From an optimization exercise on the open Yosys and OpenROAD flow, aimed at small area and a short achievable clock period; shortcuts taken in it are not production practice.
Power is estimated from default activity; no workload was simulated.

==> module RMS, before the edit <==
module RMS
   (input  wire  signed [7:0] s_TDATA,
    input  wire  s_TVALID,
    output logic [7:0] rms_TDATA,
    output logic filled,
    input  wire  clk, reset_n);
    localparam NPAIRS = 126;
    function automatic [22:0] sqparts(input [7:0] x);
        logic signed [4:0] h;
        logic [4:0] l;
        logic signed [9:0] hh, hl, ll;
        h  = {x[7], x[7:4]};
        l  = {1'b0, x[3:0]};
        hh = h * h;
        ll = l * l;
        hl = h * $signed(l);
        sqparts = {hl[7:0], hh[6:0], ll[7:0]};
    endfunction
    function automatic [14:0] sqjoin(input [22:0] p);
        logic [15:0] s;
        s = {1'b0, p[14:0]} + {{3{p[22]}}, p[22:15], 5'd0};
        sqjoin = s[14:0];
    endfunction
    function automatic [14:0] pack(input [7:0] a, input [7:0] b);
        if (a[7])      pack = {2'b10, 5'd0, b};
        else if (b[7]) pack = {2'b11, 6'd0, a[6:0]};
        else           pack = {1'b0, a[6:0], b[6:0]};
    endfunction
    function automatic [15:0] unpack(input [14:0] p);    
        if (!p[14])     unpack = {1'b0, p[13:7], 1'b0, p[6:0]};
        else if (!p[13]) unpack = {8'd128, p[7:0]};
        else            unpack = {1'b0, p[6:0], 8'd128};
    endfunction
    logic signed [7:0] x0;
    logic [7:0] a1;
    logic v0, v1;
    logic [22:0] sqp1;
    always_ff @(posedge clk) begin
        if (~reset_n) begin
            v0 <= 1'b0;
            v1 <= 1'b0;
        end else begin
            v0 <= s_TVALID;
            v1 <= v0;
        end
    end
    always_ff @(posedge clk) begin
        x0   <= s_TDATA;
        a1   <= x0[7] ? 8'd0 - x0 : x0;
        sqp1 <= sqparts(x0);
    end
    logic ph;
    always_ff @(posedge clk)
        if (~reset_n)  ph <= 1'b0;
        else if (v1)   ph <= ~ph;
    logic [7:0] held;
    always_ff @(posedge clk)
        if (v1 & ~ph) held <= a1;
    logic [15*NPAIRS-1:0] psr;
    logic [15:0] last_ab;
    logic [45:0] last_p;       
    logic [14:0] tail_a, tail_b;
    assign last_ab = unpack(psr[15*NPAIRS-1 -: 15]);
    always_ff @(posedge clk)
        if (v1 & ph) begin
            psr    <= {psr[15*(NPAIRS-1)-1:0], pack(held, a1)};
            last_p <= {sqparts(last_ab[15:8]), sqparts(last_ab[7:0])};
            tail_a <= sqjoin(last_p[45:23]);
            tail_b <= sqjoin(last_p[22:0]);
        end
    logic [8:0] cntr;
    assign filled = cntr[8];
    always_ff @(posedge clk)
        if (~reset_n)
            cntr <= '0;
        else if (v1 & ~filled)
            cntr <= cntr + 1'b1;
    logic [14:0] tail;
    assign tail = ~filled ? 15'd0 : ph ? tail_b : tail_a;
    logic [22:0] sum;
    always_ff @(posedge clk)
        if (~reset_n)
            sum <= '0;
        else if (v1)
            sum <= sum + {8'd0, sqp1[14:0]} + {{10{sqp1[22]}}, sqp1[22:15], 5'd0}
                       - {8'd0, tail};
    isqrt_pipe sqrt0 (.clk(clk), .x(sum[22:8]), .root(rms_TDATA));
endmodule
export LEC_CHECK = 0
export CAP_MARGIN = 20
export CORE_MARGIN = 2
export CORE_UTILIZATION = 40
export SLEW_MARGIN = 20
create_clock -name core_clock -period 12.5 [get_ports {clk}]
run.sh (not shown) runs the stock make flow with config.mk's settings and CLKGATE_MAP_FILE= SYNTH_SCRIPT=/design/flow/synth_recipe.tcl, a recipe that flattens the netlist after the stock synthesis.
The baseline passed the timing, DRC and antenna checks.
Change:
--- a/flow/design.v
+++ b/flow/design.v
@@ -166,11 +166,10 @@
    (input  wire  signed [7:0] s_TDATA,
     input  wire  s_TVALID,
     output logic [7:0] rms_TDATA,
     output logic filled,
     input  wire  clk, reset_n);
-    localparam NPAIRS = 126;
     function automatic [22:0] sqparts(input [7:0] x);
         logic signed [4:0] h;
         logic [4:0] l;
         logic signed [9:0] hh, hl, ll;
         h  = {x[7], x[7:4]};
@@ -183,22 +182,11 @@
     function automatic [14:0] sqjoin(input [22:0] p);
         logic [15:0] s;
         s = {1'b0, p[14:0]} + {{3{p[22]}}, p[22:15], 5'd0};
         sqjoin = s[14:0];
     endfunction
-    function automatic [14:0] pack(input [7:0] a, input [7:0] b);
-        if (a[7])      pack = {2'b10, 5'd0, b};
-        else if (b[7]) pack = {2'b11, 6'd0, a[6:0]};
-        else           pack = {1'b0, a[6:0], b[6:0]};
-    endfunction
-    function automatic [15:0] unpack(input [14:0] p);    
-        if (!p[14])     unpack = {1'b0, p[13:7], 1'b0, p[6:0]};
-        else if (!p[13]) unpack = {8'd128, p[7:0]};
-        else            unpack = {1'b0, p[6:0], 8'd128};
-    endfunction
-    logic signed [7:0] x0;
-    logic [7:0] a1;
+    logic signed [7:0] x0, x1;
     logic v0, v1;
     logic [22:0] sqp1;
     always_ff @(posedge clk) begin
         if (~reset_n) begin
             v0 <= 1'b0;
@@ -208,48 +196,36 @@
             v1 <= v0;
         end
     end
     always_ff @(posedge clk) begin
         x0   <= s_TDATA;
-        a1   <= x0[7] ? 8'd0 - x0 : x0;
+        x1   <= x0;
         sqp1 <= sqparts(x0);
     end
-    logic ph;
-    always_ff @(posedge clk)
-        if (~reset_n)  ph <= 1'b0;
-        else if (v1)   ph <= ~ph;
-    logic [7:0] held;
-    always_ff @(posedge clk)
-        if (v1 & ~ph) held <= a1;
-    logic [15*NPAIRS-1:0] psr;
-    logic [15:0] last_ab;
-    logic [45:0] last_p;       
-    logic [14:0] tail_a, tail_b;
-    assign last_ab = unpack(psr[15*NPAIRS-1 -: 15]);
-    always_ff @(posedge clk)
-        if (v1 & ph) begin
-            psr    <= {psr[15*(NPAIRS-1)-1:0], pack(held, a1)};
-            last_p <= {sqparts(last_ab[15:8]), sqparts(last_ab[7:0])};
-            tail_a <= sqjoin(last_p[45:23]);
-            tail_b <= sqjoin(last_p[22:0]);
+    logic [8*254-1:0] sr;
+    logic [22:0] last_p;
+    logic [14:0] tail_sq;
+    always_ff @(posedge clk)
+        if (v1) begin
+            sr      <= {sr[8*253-1:0], x1};
+            last_p  <= sqparts(sr[8*254-1 -: 8]);
+            tail_sq <= sqjoin(last_p);
         end
     logic [8:0] cntr;
     assign filled = cntr[8];
     always_ff @(posedge clk)
         if (~reset_n)
             cntr <= '0;
         else if (v1 & ~filled)
             cntr <= cntr + 1'b1;
-    logic [14:0] tail;
-    assign tail = ~filled ? 15'd0 : ph ? tail_b : tail_a;
     logic [22:0] sum;
     always_ff @(posedge clk)
         if (~reset_n)
             sum <= '0;
         else if (v1)
             sum <= sum + {8'd0, sqp1[14:0]} + {{10{sqp1[22]}}, sqp1[22:15], 5'd0}
-                       - {8'd0, tail};
+                       - {8'd0, (filled ? tail_sq : 15'd0)};
     isqrt_pipe sqrt0 (.clk(clk), .x(sum[22:8]), .root(rms_TDATA));
 endmodule
 `default_nettype none
 module AGC
   #(parameter TARGET  = 81,
Outcome:
- The new run ran to the end with no violations
- setup slack improves by 0.41 ns
- routed wire length came out lower by a few percent
- via count came out lower by a few percent
- combinational power came out lower by about a fifth
- die area came out higher slightly
- power came out lower slightly
No functional check of the RTL was part of any run of this note.

==> static timing again, ports no longer ideal <==
The results above use ideal ports. As a check the final layouts listed here were re-extracted and re-timed, cells and wires unchanged.
Step 1, drivers: a clkbuf_16 drives clk and a buf_2 each remaining input, both assumed.
Step 2 times the ports against the registers' clock, not the clock port: input delays grow and output delays shrink by t, the midpoint of the rising clock arrivals with the driver on.
Three values: ideal ports, drivers, drivers and shift; two values: the first two.
run	shift t [ns]	slack for setup (ns)	hold WS [ns]
the first run	0.887	7.756 / 7.756 / 7.756	0.304 / 0.304 / 0.304
the second run	0.887	8.165 / 8.089 / 8.175	0.305 / 0.305 / 0.305
After both steps setup and hold are still met in every run listed.
